Source: an optimization exercise on an open RTL-to-GDS flow (aim: small area, a short achievable clock period and few clock cycles per item). Production flows keep margins and buffers that such runs may drop. Function was checked by simulation only, so behaviour that the tests miss may differ from the original.

== old ==
==> flow/design.v <==
module adder #(
    parameter W = 25
) (
    input  [W - 1 : 0] a, b,
    input              cin,
    output [W - 1 : 0] s
);
    localparam L = $clog2(W);
    wire [W - 1 : 0] p0 = a ^ b;
    wire [W - 1 : 0] g  [0 : L];
    wire [W - 1 : 0] p  [0 : L];
    assign g[0] = {a[W - 1 : 1] & b[W - 1 : 1], (a[0] & b[0]) | (p0[0] & cin)};
    assign p[0] = p0;
    genvar l, i;
    generate
        for (l = 0; l < L; l = l + 1) begin : lvl
            for (i = 0; i < W; i = i + 1) begin : col
                if ((i >> l) % 2 == 1) begin : cmb
                    assign g[l + 1][i] = g[l][i] | (p[l][i] & g[l][((i >> l) << l) - 1]);
                    assign p[l + 1][i] = p[l][i] & p[l][((i >> l) << l) - 1];
                end else begin : thru
                    assign g[l + 1][i] = g[l][i];
                    assign p[l + 1][i] = p[l][i];
                end
            end
        end
    endgenerate
    assign s = p0 ^ {g[L][W - 2 : 0], cin};
endmodule
module square_root_float (
    input clk, rst,
    input start,
    input [31:0] u,
    output [31:0] out,
    output done, neg_flag
);
    reg        busy;
    reg  [4:0] cnt;          
    reg        hor;          
    reg        cpy;          
    reg  [3:0] s0, s1;       
    reg        xinv, xcin;   
    reg        fill;         
    reg [24:0] X;
    reg [24:0] Y;
    reg  [7:0] e_out;
    reg        sgn, spec;
    wire [7:0]  E = u[30:23];
    wire [22:0] M = u[22:0];
    wire        m_zero = (M == 23'd0);
    wire        zero = (E == 8'd0) & m_zero;
    wire        one  = E[0] & m_zero;
    wire [8:0]  e_sum = 9'd127 + {1'b0, E};
    always @(posedge clk) begin
        sgn   <= u[31];
        spec  <= zero | one;
        e_out <= zero ? 8'd0 : e_sum[8:1];
    end
    wire [4:0]  top_o = {2'b01, M[22:20]};
    wire [24:0] x_st = E[0] ? {top_o + 5'd2, M[19:0]} : {top_o + 5'd3, M[19:0]};
    wire [24:0] y_st = E[0] ? {top_o - 5'd2, M[19:0]} : {top_o - 5'd3, M[19:0]};
    wire signed [24:0] y_h  = {fill, Y[24:1]};
    wire        [24:0] x_h  = {1'b0, X[24:1]};
    wire        [27:0] y_e0 = {{3{fill}}, y_h};
    wire        [24:0] y_l1 = ({25{s0[0]}} & y_e0[24:0]) | ({25{s0[1]}} & y_e0[25:1]) |
                              ({25{s0[2]}} & y_e0[26:2]) | ({25{s0[3]}} & y_e0[27:3]);
    wire        [36:0] y_e1 = {{12{fill}}, y_l1};
    wire        [24:0] y_sh = ({25{s1[0]}} & y_e1[24:0]) | ({25{s1[1]}} & y_e1[28:4]) |
                              ({25{s1[2]}} & y_e1[32:8]) | ({25{s1[3]}} & y_e1[36:12]);
    wire        [27:0] x_e0 = {3'b000, x_h};
    wire        [24:0] x_l1 = ({25{s0[0]}} & x_e0[24:0]) | ({25{s0[1]}} & x_e0[25:1]) |
                              ({25{s0[2]}} & x_e0[26:2]) | ({25{s0[3]}} & x_e0[27:3]);
    wire        [36:0] x_e1 = {12'd0, x_l1};
    wire        [24:0] x_sh = ({25{s1[0]}} & x_e1[24:0]) | ({25{s1[1]}} & x_e1[28:4]) |
                              ({25{s1[2]}} & x_e1[32:8]) | ({25{s1[3]}} & x_e1[36:12]);
    wire [24:0] xadd, yadd;
    adder #(.W(25)) X_Adder (.a(X), .b(y_sh ^ {25{xinv}}), .cin(xcin), .s(xadd));
    adder #(.W(25)) Y_Adder (.a(Y), .b(x_sh ^ {25{xinv}}), .cin(xinv), .s(yadd));
    always @(posedge clk) begin
        if (!busy) begin
            X   <= x_st;
            Y   <= y_st;
        end else begin
            X   <= hor ? X : xadd;
            Y   <= cpy ? xadd : yadd;
        end
    end
    wire fin = (cnt == 5'd27) | ((cnt == 5'd1) & (sgn | spec));
    assign done     = busy & fin;
    assign neg_flag = sgn;
    assign out      = {sgn, e_out, Y[22:0] & {23{~spec}}};
    wire [4:0] cnt_i = cnt + 5'd1;
    wire [4:0] cnt_n = busy ? cnt_i : {3'd0, ~E[0], E[0]};
    wire       hor_n = busy & (cnt_i >= 5'd19);
    wire       cpy_n = busy & (cnt_i >= 5'd18);
    wire [3:0] sh_n  = busy ? sh_i : {3'd0, ~E[0]};
    wire       hinv_n = hinv_i;
    reg [3:0] sh_i;
    reg       hinv_i;
    always @(*) begin
        hinv_i = 1'b0;
        case (cnt_i)
            5'd1:  sh_i = 4'd0;    
            5'd2:  sh_i = 4'd1;
            5'd3:  sh_i = 4'd2;
            5'd4:  sh_i = 4'd3;
            5'd5:  sh_i = 4'd3;    
            5'd6:  sh_i = 4'd4;
            5'd7:  sh_i = 4'd5;
            5'd8:  sh_i = 4'd6;
            5'd9:  sh_i = 4'd7;
            5'd10: sh_i = 4'd8;
            5'd11: sh_i = 4'd9;
            5'd12: sh_i = 4'd10;
            5'd13: sh_i = 4'd11;
            5'd14: sh_i = 4'd12;
            5'd15: sh_i = 4'd12;   
            5'd16: sh_i = 4'd13;
            5'd17: sh_i = 4'd14;
            5'd18: sh_i = 4'd15;   
            5'd19: sh_i = 4'd3;    
            5'd20: begin sh_i = 4'd1; hinv_i = 1'b1; end   
            5'd21: begin sh_i = 4'd3; hinv_i = 1'b1; end   
            5'd22: sh_i = 4'd2;    
            5'd23: sh_i = 4'd1;    
            5'd24: begin sh_i = 4'd1; hinv_i = 1'b1; end   
            5'd25: begin sh_i = 4'd1; hinv_i = 1'b1; end   
            default: sh_i = 4'd1;  
        endcase
    end
    wire yneg_n = busy & yadd[24];
    always @(posedge clk) begin
        hor   <= hor_n;
        cpy   <= cpy_n;
        s0    <= 4'b0001 << sh_n[1:0];
        s1    <= 4'b0001 << sh_n[3:2];
        xinv  <= hor_n ? hinv_n : ~yneg_n;
        xcin  <= ~hor_n & ~yneg_n;
        fill  <= ~hor_n & yneg_n;
    end
    always @(posedge clk, posedge rst) begin
        if (rst) begin
            busy <= 1'b0;
            cnt  <= 5'd0;
        end else begin
            cnt <= cnt_n;
            if (!busy)
                busy <= start;
            else if (fin)
                busy <= 1'b0;
        end
    end
endmodule
clock: 11.0 ns
lec_check: 0
cap_margin: 50
core_margin: 2
core_utilization: 40
cts_buf_list: sky130_fd_sc_hd__clkbuf_8
slew_margin: 50
standard.sh (not shown) runs the stock make flow with config.mk's settings and CLKGATE_MAP_FILE= SYNTH_SCRIPT=/design/flow/synth_recipe.tcl, a recipe that flattens the netlist after the stock synthesis.
==> flow/flow/run.sh <==
#!/bin/bash
# Standard ORFS layout (the standard.sh, unchanged synthesis), with the
# timing repair after floorplan, CTS and global routing asked to leave a
# setup slack margin, so that it sizes and buffers the critical paths.
set -euo pipefail
bash standard.sh SETUP_SLACK_MARGIN=6.7 finish > standard.log 2>&1
Testbench counts of old, summed over its fixed seeds: cycles 43,995, items 1,600.
Edits applied to the flow inputs when going from old to new:
--- a/flow/design.v
+++ b/flow/design.v
@@ -57,11 +57,11 @@
         e_out <= zero ? 8'd0 : e_sum[8:1];
     end
     wire [4:0]  top_o = {2'b01, M[22:20]};
     wire [24:0] x_st = E[0] ? {top_o + 5'd2, M[19:0]} : {top_o + 5'd3, M[19:0]};
     wire [24:0] y_st = E[0] ? {top_o - 5'd2, M[19:0]} : {top_o - 5'd3, M[19:0]};
-    wire signed [24:0] y_h  = {fill, Y[24:1]};
+    wire        [24:0] y_h  = {fill, Y[24:1]};
     wire        [24:0] x_h  = {1'b0, X[24:1]};
     wire        [27:0] y_e0 = {{3{fill}}, y_h};
     wire        [24:0] y_l1 = ({25{s0[0]}} & y_e0[24:0]) | ({25{s0[1]}} & y_e0[25:1]) |
                               ({25{s0[2]}} & y_e0[26:2]) | ({25{s0[3]}} & y_e0[27:3]);
     wire        [36:0] y_e1 = {{12{fill}}, y_l1};
[summary]
- Changes observed in new relative to old: total routed wire length on the met1 layer held, global-route usage held, finished layout cell area held.
- Comparing new against old, there is no change at all in core utilization.
- From new to old, top achievable clock speed did not move at all.
- Non-clock buffer count: new vs old — no meaningful difference
- From old to new the numbers moved as follows: final worst-path cycle share comparable, relative slew slack comparable.
- Instance count on the critical path across new and old: no real change.
- Total iterations of the first detailed-routing run came out exactly the same in new and old.
- For count of final hold-check violations, new and old come out practically identical.
- From new to old, count of clock-buffer cells in the layout did not move at all.
- As far as synthesized cell count goes, old and new are indistinguishable; the numbers are identical.
Testbench counts of new, summed over its fixed seeds: cycles 43,995, items 1,600.

## afterwards: timing with drivers on the ports
The results above use ideal ports. As a check the final layouts listed here were re-extracted and re-timed, cells and wires unchanged. Step 1, drivers: a clkbuf_16 drives clk and a buf_2 each remaining input, both assumed. Step 2, shift: input delay + t, output delay - t, t = (earliest + latest rising clock arrival at the registers) / 2. This alone moves slack from input paths to output paths. Three values: ideal, step 1, step 2; two values: the first two.
| run | t (ns) | setup WS [ns] | worst setup path after step 2 | worst slew at a driven data input, ns |
|---|---|---|---|---|
| old | 0.414 | 6.896 / 6.886 / 6.523 | input to register | 0.04 |
| new | 0.414 | 6.896 / 6.886 / 6.523 | input to register | 0.04 |
After both steps setup and hold are still met in every run listed.
